What follows belongs to an exercise in optimizing a design on an open flow for small area; a production flow would make more cautious choices.
At most, simulation tests tie the RTL to the original design; equivalence was not proved.
No activity file was given, so power comes from the tool's default toggle rates.

lagoon:
==> flow/design.v (excerpt) <==
module vlt (
    input clock
  , input reset
  , input important
  , input [8:0] opcode
  , input [9:0] start_ts
  , input [9:0] end_ts
  , input [11:0] prev_vbits
  , output [3:0] iq_shift1
  , output [3:0] iq_shift2
  , output iq_shift1_v
  , output iq_shift2_v
  , output [17:0] iq_vbits
  , output [3:0] rob_shift1
  , output [3:0] rob_shift2
  , output rob_shift1_v
  , output rob_shift2_v
  , output [17:0] rob_vbits
  , output [3:0] lq_shift1
  , output [3:0] lq_shift2
  , output lq_shift1_v
  , output lq_shift2_v
  , output [17:0] lq_vbits
  , output [3:0] sq_shift1
  , output [3:0] sq_shift2
  , output sq_shift1_v
  , output sq_shift2_v
  , output [17:0] sq_vbits
  , output [3:0] instbuff_shift1
  , output [3:0] instbuff_shift2
  , output instbuff_shift1_v
  , output instbuff_shift2_v
  , output [17:0] instbuff_vbits
  , input [11:0] total_qvbits0
  , input [11:0] total_qvbits1
  , input [11:0] total_qvbits2
  , input [11:0] total_qvbits3
  , input [9:0] rf_vbits_adj
  , input rf_vbits_adj_mode
  , input [11:0] total_sq_vbits
  , input [31:0] rf_live_vector
  , input [31:0] rf_kill_vector
  , output [19:0] total_svf
  , output [9:0] counter_iq
  , output [9:0] counter_rob
  , output [9:0] counter_lq
  , output [9:0] counter_sq
  , output [9:0] counter_instbuff
  );
Size in the first run: ~1,300 cells after synthesis, about 390 I/O pins, about 12,000 um2 of cells after synthesis.
Settings: LEC_CHECK=0, ABC_AREA=1, CAP_MARGIN=20, CORE_MARGIN=2, CORE_UTILIZATION=40, PLACE_DENSITY=0.6, SLEW_MARGIN=20, SYNTH_HIERARCHICAL=1, SYNTH_MINIMUM_KEEP_SIZE=0; clock period 9.0 ns.
standard.sh (not shown) runs the stock make flow with config.mk's settings and CLKGATE_MAP_FILE= SYNTH_SCRIPT=/design/flow/synth_recipe.tcl, a recipe that flattens the netlist after the stock synthesis.
==> flow/flow/run.sh <==
#!/bin/bash
# Own layout flow: the standard synthesis (standard.sh, unchanged), then the
# combinational cells between the standard synthesis's registers and adder cells are
# re-mapped by ABC for area (remap.tcl), then the standard layout steps.
# Port buffers use sky130_fd_sc_hd__buf_1.
# Logs: synth.log (standard synthesis), remap.log (yosys/ABC re-map), standard.log (the
# layout steps); each ORFS step also keeps its own log under orfs/logs/.
set -euo pipefail
HERE=$(pwd)
R=$HERE/orfs/results/sky130hd/vlt/base
export BUFFER_PORTS_ARGS="-buffer_cell sky130_fd_sc_hd__buf_1"
bash standard.sh $R/1_2_yosys.v > synth.log 2>&1
cp $R/1_2_yosys.v std_1_2_yosys.v
YOSYS=$FLOW_HOME/../tools/install/yosys/bin/yosys
[ -x "$YOSYS" ] || YOSYS=yosys
LIB=$FLOW_HOME/platforms/sky130hd/lib/sky130_fd_sc_hd__tt_025C_1v80.lib
DU=$(grep -o -- "-dont_use [^ ]*" $HERE/orfs/logs/sky130hd/vlt/base/1_2_yosys.log | sort -u | tr '\n' ' ')
printf 'strash\ndch -f\nmap -a\namap\ntopo\n' > area.abc
cat > remap.ys <<Y
read_liberty -ignore_miss_func $LIB
read_verilog std_1_2_yosys.v
hierarchy -top $FLOW_TOP
select -module $FLOW_TOP -list
Y
KEEP=$(grep -o "sky130_fd_sc_hd__[a-z0-9_]*" std_1_2_yosys.v | sort -u | grep -E "__(fa|ha|df|sdf|edf|dl|conb)" | tr '\n' ' ')
cat > remap.ys <<Y
read_liberty -ignore_miss_func $LIB
read_verilog std_1_2_yosys.v
hierarchy -top $FLOW_TOP
setattr -mod -set keep_hierarchy 1 $KEEP
flatten
blackbox $KEEP
delete t:\$scopeinfo
opt_clean -purge
tee -o remap_before.txt stat -liberty $LIB
abc -script area.abc -liberty $LIB $DU
opt_clean -purge
splitnets
opt_clean -purge
hilomap -singleton -hicell sky130_fd_sc_hd__conb_1 HI -locell sky130_fd_sc_hd__conb_1 LO
insbuf -buf sky130_fd_sc_hd__buf_4 A X
opt_clean -purge
tee -o remap_after.txt stat -liberty $LIB
write_verilog -noattr -nohex -nodec -noexpr remap_1_2_yosys.v
Y
$YOSYS -l remap.log -q remap.ys > /dev/null 2>&1
grep -q "^module $FLOW_TOP" remap_1_2_yosys.v
cp remap_1_2_yosys.v $R/1_2_yosys.v
touch $R/1_2_yosys.v
bash standard.sh > standard.log 2>&1
### lagoon -> fjord
==> flow/flow/run.sh <==
#!/bin/bash
# The standard layout (the standard.sh, unchanged synthesis and steps), except that
# buffer_ports puts a sky130_fd_sc_hd__buf_1 on each input and output port instead of the
# cell it would pick itself. Each tool's output goes to the ORFS logs under orfs/logs/ and
# make's own output to standard.log.
set -euo pipefail
export BUFFER_PORTS_ARGS="-buffer_cell sky130_fd_sc_hd__buf_1"
bash standard.sh > standard.log 2>&1
[summary]
- Sort lagoon and fjord by fraction of area in registers, ascending, and fjord comes first.
- Of the two values seen for startpoint of the worst setup timing path, lsq_cr[1] was produced by lagoon and rf_vbits_adj_mode by fjord.
- The total via count after detailed routing number comes out lower for lagoon vs fjord.
- Cmp lagoon and fjord / overall track demand over capacity in global routing / higher: lagoon
- Taking lagoon as the reference, in fjord switching power went up by 17%; highest clock rate was more or less identical; number of vias per cell after detailed routing went down by about 6%; routability congestion estimate from global placement went down by 1.7%.
- lagoon reports its topmost layer with routed signal wires as met4 while fjord reports met5.
- In the flow results for lagoon and fjord, the cell count is smaller on lagoon.
No functional check of the RTL was part of any run of this note.

* * *

v12:
Another version of the RTL of vlt (not shown whole).
Size: about 1300 cells after synthesis, ~390 I/O pins, roughly 0.012 sq mm of cells after synthesis.
clock: 9.0 ns
lec_check: 0
abc_area: 1
cap_margin: 20
core_margin: 2
core_utilization: 40
place_density: 0.6
slew_margin: 20
synth_hierarchical: 1
synth_minimum_keep_size: 0
==> flow/flow/run.sh <==
#!/bin/bash
# Own layout flow: the standard synthesis (standard.sh, unchanged), then the
# combinational cells between the standard synthesis's registers and adder cells are
# re-mapped by ABC for area (remap.tcl), then the standard layout steps.
# Port buffers use sky130_fd_sc_hd__buf_1.
# Logs: synth.log (standard synthesis), remap.log (yosys/ABC re-map), standard.log (the
# layout steps); each ORFS step also keeps its own log under orfs/logs/.
set -euo pipefail
HERE=$(pwd)
R=$HERE/orfs/results/sky130hd/vlt/base
export BUFFER_PORTS_ARGS="-buffer_cell sky130_fd_sc_hd__buf_1"
export GPL_KEEP_OVERFLOW=0
bash standard.sh $R/1_2_yosys.v > synth.log 2>&1
cp $R/1_2_yosys.v std_1_2_yosys.v
YOSYS=$FLOW_HOME/../tools/install/yosys/bin/yosys
[ -x "$YOSYS" ] || YOSYS=yosys
LIB=$FLOW_HOME/platforms/sky130hd/lib/sky130_fd_sc_hd__tt_025C_1v80.lib
DU=$(grep -o -- "-dont_use [^ ]*" $HERE/orfs/logs/sky130hd/vlt/base/1_2_yosys.log | sort -u | tr '\n' ' ')
printf 'strash\ndch -f\nmap -a\namap\ntopo\nbuffer -c\nupsize -c\ndnsize -c\n' > area.abc
cat > remap.ys <<Y
read_liberty -ignore_miss_func $LIB
read_verilog std_1_2_yosys.v
hierarchy -top $FLOW_TOP
select -module $FLOW_TOP -list
Y
KEEP=$(grep -o "sky130_fd_sc_hd__[a-z0-9_]*" std_1_2_yosys.v | sort -u | grep -E "__(fa|ha|df|sdf|edf|dl|conb)" | tr '\n' ' ')
cat > remap.ys <<Y
read_liberty -ignore_miss_func $LIB
read_verilog std_1_2_yosys.v
hierarchy -top $FLOW_TOP
setattr -mod -set keep_hierarchy 1 $KEEP
flatten
blackbox $KEEP
delete t:\$scopeinfo
opt_clean -purge
tee -o remap_before.txt stat -liberty $LIB
abc -script area.abc -liberty $LIB $DU -constr $HERE/orfs/objects/sky130hd/vlt/base/abc.constr -D 9000
opt_clean -purge
splitnets
opt_clean -purge
hilomap -singleton -hicell sky130_fd_sc_hd__conb_1 HI -locell sky130_fd_sc_hd__conb_1 LO
insbuf -buf sky130_fd_sc_hd__buf_4 A X
opt_clean -purge
tee -o remap_after.txt stat -liberty $LIB
write_verilog -noattr -nohex -nodec -noexpr remap_1_2_yosys.v
Y
$YOSYS -l remap.log -q remap.ys > /dev/null 2>&1
grep -q "^module $FLOW_TOP" remap_1_2_yosys.v
cp remap_1_2_yosys.v $R/1_2_yosys.v
touch $R/1_2_yosys.v
bash standard.sh > standard.log 2>&1
#### Input delta (v57 over v12)
-- flow/flow/run.sh --
<<< v12, line 12
export GPL_KEEP_OVERFLOW=0
>>> v57, line 12
<<< v12, line 19
printf 'strash\ndch -f\nmap -a\namap\ntopo\nbuffer -c\nupsize -c\ndnsize -c\n' > area.abc
>>> v57, line 18
printf 'strash\ndch -f\nmap -a\namap\ntopo\nupsize -c\ndnsize -c\n' > area.abc
==> comparison <==
The final reports for v57 and v12 show total detailed-routing wirelength lower in the former.
v57 improves on v12 in count of routing violations after the opening detailed-route iteration.
In the metrics for v12 and v57, the one carrying the higher hold slack is v12.
Looking only at placeable core region, and setting everything else aside, the higher value of v12 and v57 goes to v12.
Placer congestion estimate shrinks by a few percent when moving from v12 to v57.
v57 reports a lower leakage dissipation than v12 does.
v57 vs v12: number of nets in the finished design up by a few percent
On v57: core utilization is 1.3 points higher than what v12 gave.
Going from v12 to v57, the share of the final layout cell area in multi-input gates was found to have gone down by 1.6 points.
The inputs of v13 differ from those of v57 as listed below.
-- flow/flow/run.sh --
<<< v57, line 5
# Port buffers use sky130_fd_sc_hd__buf_1.
>>> v13, line 5
# Port buffers use sky130_fd_sc_hd__buf_1. Timing-driven global placement only uses the
# resizer virtually (GPL_KEEP_OVERFLOW=0): its buffers and resizes are not kept; the later
# standard repair steps fix timing.
<<< v57, line 12
>>> v13, line 14
export GPL_KEEP_OVERFLOW=0
<<< v57, line 18
printf 'strash\ndch -f\nmap -a\namap\ntopo\nupsize -c\ndnsize -c\n' > area.abc
>>> v13, line 21
printf 'strash\ndch -f\nmap -a\namap\ntopo\nbuffer -c\nupsize -c\ndnsize -c\n' > area.abc
Results
Summary of v13 over v57: power per standard cell area increased 3.8 mW/mm^2; worst slack at placement fell by 0.64 ns; detail-routed via count per cell now larger; die outline width saw an increase. Both conditions hold for v13: the flow ran to the end and the final layout passed the timing, DRC and antenna checks.
Setup changes, v13 to v8
-- flow/flow/run.sh --
<<< v13, line 4
# re-mapped by ABC for area (remap.tcl), then the standard layout steps.
>>> v8, line 4
# re-mapped by ABC for area (remap.ys), then the standard layout steps.
-- flow/config.mk --
<<< v13, line 12
>>> v8, line 12
export GPL_TIMING_DRIVEN = 0
==> summary.txt <==
- v8 consumes more power than v13 does.
- Reported for v8 and v13, starting density of the core turned out identical to the last digit.
- Between v8 and v13, the sequential power is higher for v13.
- When the final numbers for v8 and v13 were put side by side, the setup slack turned out to be greater in v13.
- v8 does worse than v13 on cell area.
- In v8 relative to v13, total vias in the final route had gone up by a few percent.
- Comparing the two runs side by side, v8 comes out behind v13 on sum of routed wire length over all layers.

==> static timing again, ports no longer ideal <==
In the flow no input, the clock included, has a driving cell. The finished layouts below were timed again as built, in two steps.
Step 1 sets driving cells, clkbuf_16 on the clock port and buf_2 on the other inputs (assumed; they add their load-dependent delay and slew).
Step 2 also shifts input and output timing later by t, the mid clock arrival at the registers, as if the neighbouring blocks saw the same clock.
a / b / c = ideal ports / drivers / drivers and shift; a / b = the first two.
run	t (ns)	setup slack, ns	worst setup path after step 2	cell pins on the clock port's net
lagoon	0.403	0.259 / 0.213 / -0.098	input to register	1
fjord	0.403	0.252 / 0.243 / -0.127	input to register	1
v12	0.393	0.249 / 0.202 / -0.085	input to register	1
v57	0.408	0.325 / 0.278 / -0.015	input to register	1
v13	0.393	0.249 / 0.202 / -0.085	input to register	1
v8	0.398	0.231 / 0.224 / -0.139	input to register	1
Met with ideal ports but missed after step 2: setup timing in every run listed. For fjord, which loses most, drivers alone change the setup slack by -0.009 ns; drivers and shift together by -0.379 ns.
